This is an optimization exercise on Yosys and OpenROAD, whose aim is small area, a short achievable clock period and few clock cycles, not a production implementation. The RTL was checked by simulation tests, not by an equivalence proof against the original design. The flow treats the clock pin as an ideal source, which a real chip does not have. Power and IR drop assume default switching activity.

==> v11: inputs <==
==> flow/design.v <==
module day1_2 (
    input  logic clk,
    input  logic rst,
    input  logic tvalid_rx,
    output logic tready_rx,
    input  logic [7:0] tdata_rx,
    input  logic tlast_rx,
    output logic tvalid_tx,
    input  logic tready_tx,
    output logic [31:0] tdata_tx,
    output logic tlast_tx
);
  logic       tv;           
  logic       tl;           
  logic       tn;           
  logic [4:0] td;           
  always_ff @(posedge clk) begin
    tv <= tvalid_rx & ~rst;
    tl <= tlast_rx;
    tn <= ~tdata_rx[6];
    td <= tdata_rx[4:0];
  end
  logic [4:0] st;           
  logic [4:0] ns;
  logic       wf;           
  logic [3:0] wd;           
  wire l_e = (td == 5'd5);
  wire l_f = (td == 5'd6);
  wire l_g = (td == 5'd7);
  wire l_h = (td == 5'd8);
  wire l_i = (td == 5'd9);
  wire l_n = (td == 5'd14);
  wire l_o = (td == 5'd15);
  wire l_r = (td == 5'd18);
  wire l_s = (td == 5'd19);
  wire l_t = (td == 5'd20);
  wire l_u = (td == 5'd21);
  wire l_v = (td == 5'd22);
  wire l_w = (td == 5'd23);
  wire l_x = (td == 5'd24);
  wire l_z = (td == 5'd26);
  wire s_root = (st == 5'd0);
  wire s_e = (st == 5'd10);
  wire s_f = (st == 5'd11);
  wire s_n = (st == 5'd8);
  wire s_o = (st == 5'd3);
  wire s_s = (st == 5'd29);
  wire s_t = (st == 5'd9);
  wire s_z = (st == 5'd14);
  wire s_ei = (st == 5'd12);
  wire s_fi = (st == 5'd31);
  wire s_fo = (st == 5'd19);
  wire s_ni = (st == 5'd28);
  wire s_on = (st == 5'd1);
  wire s_se = (st == 5'd15);
  wire s_si = (st == 5'd7);
  wire s_th = (st == 5'd6);
  wire s_tw = (st == 5'd22);
  wire s_ze = (st == 5'd24);
  wire s_eig = (st == 5'd23);
  wire s_fiv = (st == 5'd4);
  wire s_fou = (st == 5'd20);
  wire s_nin = (st == 5'd2);
  wire s_sev = (st == 5'd16);
  wire s_thr = (st == 5'd21);
  wire s_zer = (st == 5'd13);
  wire s_eigh = (st == 5'd5);
  wire s_seve = (st == 5'd27);
  wire s_thre = (st == 5'd30);
  assign ns[0] = (l_e & (s_s | s_sev)) | l_f | (l_g & (s_ei)) | (l_h & (s_eig)) | (l_i & (s_f | s_s)) | (l_n & (s_o | s_fo)) | l_o | (l_r & (s_th | s_ze)) | l_s | l_t;
  assign ns[1] = (l_e & (s_root | s_e | s_f | s_n | s_o | s_s | s_t | s_ei | s_fi | s_fo | s_ni | s_on | s_se | s_si | s_th | s_tw | s_ze | s_eig | s_fiv | s_fou | s_nin | s_sev | s_thr | s_zer | s_eigh | s_seve | s_thre)) | l_f | (l_g & (s_ei)) | (l_h & (s_t)) | (l_i & (s_f | s_s)) | (l_n & (s_ni)) | l_o | (l_w & (s_t)) | l_z;
  assign ns[2] = (l_e & (s_s | s_thr)) | (l_g & (s_ei)) | (l_h & (s_t | s_eig)) | (l_i & (s_e | s_f | s_n | s_s | s_on | s_se | s_ze | s_nin | s_seve | s_thre)) | (l_r & (s_th | s_ze)) | l_s | (l_u & (s_fo)) | (l_v & (s_fi)) | (l_w & (s_t)) | l_z;
  assign ns[3] = l_e | l_f | (l_i & (s_e | s_f | s_n | s_on | s_se | s_ze | s_nin | s_seve | s_thre)) | (l_n & (s_root | s_e | s_f | s_n | s_s | s_t | s_z | s_ei | s_fi | s_on | s_se | s_si | s_th | s_tw | s_ze | s_eig | s_fiv | s_fou | s_nin | s_sev | s_thr | s_zer | s_eigh | s_seve | s_thre)) | (l_r & (s_ze)) | l_s | l_t | l_z;
  assign ns[4] = (l_e & (s_z | s_sev | s_thr)) | (l_g & (s_ei)) | (l_i & (s_f | s_n | s_on | s_nin)) | (l_o & (s_f)) | (l_r & (s_th)) | l_s | (l_u & (s_fo)) | (l_v & (s_se)) | (l_w & (s_t));
  assign wf = (l_e & (s_on | s_fiv | s_nin | s_thre)) | (l_n & (s_seve)) | (l_o & (s_tw | s_zer)) | (l_r & (s_fou)) | (l_t & (s_eigh)) | (l_x & (s_si));
  assign wd[0] = (l_e & (s_on | s_fiv | s_nin | s_thre)) | (l_n & (s_seve));
  assign wd[1] = (l_e & (s_thre)) | (l_n & (s_seve)) | (l_o & (s_tw)) | (l_x & (s_si));
  assign wd[2] = (l_e & (s_fiv)) | (l_n & (s_seve)) | (l_r & (s_fou)) | (l_x & (s_si));
  assign wd[3] = (l_e & (s_nin)) | (l_t & (s_eigh));
  logic [3:0] first_dig, last_dig;
  logic       have;         
  logic       mac;          
  logic [6:0] acc_lo;
  logic       cy;           
  logic [16:0] acc_hi;
  logic       done;
  wire found = tn | wf;
  wire [3:0] dig = tn ? td[3:0] : wd;
  wire [6:0] val = {first_dig, 3'b000} + {2'b00, first_dig, 1'b0} + {3'b000, last_dig};
  always_ff @(posedge clk) begin
    if (tv && found) begin
      last_dig <= dig;
      if (!have) first_dig <= dig;
    end
  end
  always_ff @(posedge clk) begin
    if (rst) begin
      st     <= '0;
      have   <= 1'b0;
      mac    <= 1'b0;
      acc_lo <= '0;
      cy     <= 1'b0;
      acc_hi <= '0;
      done   <= 1'b0;
    end else begin
      if (tv) begin
        st   <= (tl || tn) ? 5'd0 : ns;
        have <= ~tl & (have | found);
      end
      mac <= tv & tl;
      {cy, acc_lo} <= {1'b0, acc_lo} + (mac ? {1'b0, val} : 8'd0);
      acc_hi <= acc_hi + {16'd0, cy};
      done <= tready_tx & ~tv & ~mac & ~cy;
    end
  end
  assign tready_rx = 1'b1;
  assign tvalid_tx = done;
  assign tlast_tx  = done;
  assign tdata_tx  = {8'd0, acc_hi, acc_lo};
endmodule
==> flow/flow/run.sh <==
#!/bin/bash
# Standard layout, with small port buffers and a tighter setup target for repair_timing.
set -euo pipefail
bash standard.sh BUFFER_PORTS_ARGS="-buffer_cell sky130_fd_sc_hd__buf_1" finish > standard.log 2>&1
==> flow/standard.sh <==
#!/bin/bash
# synth_recipe.tcl (not shown) runs the flow's synth.tcl, then flattens the netlist and writes it again
# the make line also repeats each setting of config.mk as NAME=value (left out here)
make -C /OpenROAD-flow-scripts/flow DESIGN_CONFIG=/design/flow/config.mk WORK_HOME=/design/flow/orfs CLKGATE_MAP_FILE= SYNTH_SCRIPT=/design/flow/synth_recipe.tcl "${@:-finish}"
==> flow/config.mk <==
export PLATFORM = sky130hd
export DESIGN_NAME = day1_2
export DESIGN_NICKNAME = day1_2
export VERILOG_FILES = /design/flow/design.v
export SDC_FILE = /design/flow/constraint.sdc
export NUM_CORES = 4
export LEC_CHECK = 0
export CAP_MARGIN = 20
export CORE_MARGIN = 2
export CORE_UTILIZATION = 40
export SLEW_MARGIN = 20
==> flow/constraint.sdc <==
create_clock -name core_clock -period 10.0 [get_ports {clk}]
set_input_delay 2.0000 -clock core_clock [delete_from_list [all_inputs] [get_ports {clk}]]
set_output_delay 2.0000 -clock core_clock [all_outputs]
set_load 0.01 [all_outputs]
==> v15 (differences from v11) <==
--- a/flow/design.v
+++ b/flow/design.v
@@ -16,3 +16,5 @@
   logic [4:0] td;           
+  logic       rst_q;
   always_ff @(posedge clk) begin
+    rst_q <= rst;
     tv <= tvalid_rx & ~rst;
@@ -80,3 +82,2 @@
   logic [3:0] first_dig, last_dig;
-  logic       have;         
   logic       mac;          
@@ -89,12 +90,14 @@
   wire [6:0] val = {first_dig, 3'b000} + {2'b00, first_dig, 1'b0} + {3'b000, last_dig};
+  wire fresh = mac | (first_dig == 4'hF);
   always_ff @(posedge clk) begin
-    if (tv && found) begin
-      last_dig <= dig;
-      if (!have) first_dig <= dig;
-    end
+    if (rst_q) first_dig <= 4'hF;
+    else if (tv && found && fresh) first_dig <= dig;
+    else if (mac) first_dig <= 4'hF;
   end
   always_ff @(posedge clk) begin
-    if (rst) begin
+    if (tv && found) last_dig <= dig;
+  end
+  always_ff @(posedge clk) begin
+    if (rst_q) begin
       st     <= '0;
-      have   <= 1'b0;
       mac    <= 1'b0;
@@ -103,3 +106,2 @@
       acc_hi <= '0;
-      done   <= 1'b0;
     end else begin
@@ -107,3 +109,2 @@
         st   <= (tl || tn) ? 5'd0 : ns;
-        have <= ~tl & (have | found);
       end
@@ -112,4 +113,6 @@
       acc_hi <= acc_hi + {16'd0, cy};
-      done <= tready_tx & ~tv & ~mac & ~cy;
     end
+  end
+  always_ff @(posedge clk) begin
+    done <= ~rst & tready_tx & ~tv & ~mac & ~cy;
   end
==> flow/flow/run.sh (replaced) <==
#!/bin/bash
# Layout flow: the standard synthesis, then its combinational logic re-optimised for area
# with ABC (registers, their names and cell types kept), then the standard layout with
# small port buffers, a two-buffer clock tree (flow/clk2.tcl, run before CTS) and a
# tighter setup target for repair_timing.
set -euo pipefail
R=orfs/results/$FLOW_PLATFORM/day1_2/base
bash standard.sh synth > synth.log 2>&1
cp $R/1_2_yosys.v $R/1_2_yosys.std.v
LIB=$FLOW_HOME/platforms/$FLOW_PLATFORM/lib/sky130_fd_sc_hd__tt_025C_1v80.lib \
IN=$R/1_2_yosys.std.v OUT=$R/1_2_yosys.v yosys -c flow/resyn.tcl > resyn.log 2>&1
rm -f $R/1_synth.odb $R/1_synth.sdc
bash standard.sh BUFFER_PORTS_ARGS="-buffer_cell sky130_fd_sc_hd__buf_1" SETUP_SLACK_MARGIN=7.2 \
  PRE_CTS_TCL=$PWD/flow/clk2.tcl \
  CTS_ARGS="-sink_clustering_enable -repair_clock_nets -dont_use_dummy_load" finish > standard.log 2>&1
==> flow/flow/area.abc (new file) <==
strash
&get -n
&deepsyn -J 200 -S 1 -T 600
&put
dc2
dch -f
map -D 1800
topo
==> flow/flow/clk2.tcl (new file) <==
# Two clkbuf_16 driven by the clock port, each driving the flip-flops on its half of the core.
set block [ord::get_db_block]
set xs {}
set pins {}
foreach pin [get_pins -of_objects [get_nets clk] -filter "direction == input"] {
  set inst [[sta::sta_to_db_pin $pin] getInst]
  set bb [$inst getBBox]
  lappend pins [list [expr ([$bb xMin] + [$bb xMax]) / 2] [expr ([$bb yMin] + [$bb yMax]) / 2] [get_full_name $pin]]
}
set pins [lsort -integer -index 0 $pins]
set n [llength $pins]
set h [expr $n / 2]
set groups [list [lrange $pins 0 [expr $h - 1]] [lrange $pins $h end]]
set k 0
foreach g $groups {
  set sx 0; set sy 0; set names {}
  foreach p $g { set sx [expr $sx + [lindex $p 0]]; set sy [expr $sy + [lindex $p 1]]; lappend names [lindex $p 2] }
  set dbu [$block getDbUnitsPerMicron]
  set cx [expr double($sx) / [llength $g] / $dbu]
  set cy [expr double($sy) / [llength $g] / $dbu]
  insert_buffer -buffer_cell sky130_fd_sc_hd__clkbuf_16 -net clk -load_pins [get_pins $names] -location [list $cx $cy] -buffer_name clkroot_$k -net_name clknet_$k
  incr k
}
foreach i [$block getInsts] { if {[string match clkroot* [$i getName]]} { [[$i findITerm X] getNet] setSigType CLOCK; puts "CLKROOT [$i getName] [[$i getMaster] getName] [[[$i findITerm X] getNet] getName] [llength [[[$i findITerm X] getNet] getITerms]]" } }
==> flow/flow/resyn.tcl (new file) <==
# Re-map the combinational logic of the synthesized netlist for area.
# Flip-flops and tie cells stay as they are, with their instance names.
yosys -import
set lib $::env(LIB)
read_liberty -ignore_miss_func $lib
read_verilog $::env(IN)
hierarchy -top $::env(FLOW_TOP)
setattr -mod -set keep_hierarchy 1 sky130_fd_sc_hd__*df* sky130_fd_sc_hd__conb_*
flatten
opt_clean
abc -liberty $lib -script flow/area.abc -dont_use *lpflow* -dont_use *probe*
opt_clean -purge
tee -o resyn_stat.txt stat -liberty $lib
select $::env(FLOW_TOP)
write_verilog -noattr -selected $::env(OUT)
Settings changed: CORE_UTILIZATION 40 to 60.
==> qor summary <==
metric                                                             v11                      v15
# rows                                                              32                       23
Power per cell area                                        108 mW/mm^2              117 mW/mm^2
Highest clock rate                                             321 MHz                  367 MHz
Post-route cell area                                     0.00332 sq mm            0.00280 sq mm
Run status                                     complete, no violations  complete, no violations
Part of the power in registers                                   0.590                    0.636
Chip Height                                                    91.8 um                  68.2 um
DR vias/cell                                                      5.49                     5.80
Routability-driven placement congestion ratio                    0.908                    0.927
Clk pin slew, worst setup/hold paths                           0.09 ns                  0.10 ns
Number of instances on the worst hold path                           2                        1
Synthesis-to-layout area growth                                  7.46%                    12.9%
Setup crit start                                                 td[1]                acc_hi[0]
Combinational fraction of design power                           0.082                    0.104
Highest net fanout along the worst path                             13                        5
Proportion of cell area occupied by registers                    0.320                    0.366
Testbench counts of v11, summed over its fixed seeds: cycles 33,504.
Testbench counts of v15, summed over its fixed seeds: cycles 33,504.

-- separate check: timing with driven ports --
In the flow no input, the clock included, has a driving cell. The finished layouts below were timed again as built, in two steps.
Step 1 sets driving cells, clkbuf_16 on the clock port and buf_2 on the other inputs (assumed; they add their load-dependent delay and slew).
Step 2 moves the port delays by t, midway between the first and last clock arrival at a register: inputs arrive t later, outputs are due t later. That takes back most of the time a late clock gives input paths.
Three values: no drivers, after step 1, after step 2; two values: the first two.
run	shift t [ns]	setup WS [ns]	slew at the worst register clock pin (ns)	worst slew at a driven data input, ns	pins driven straight from the clock port
v11	0.325	6.889 / 6.889 / 6.889	0.09 / 0.09	0.05	1
v15	0.200	7.276 / 7.230 / 7.376	0.10 / 0.10	0.04	2
After both steps setup and hold are still met in every run listed.
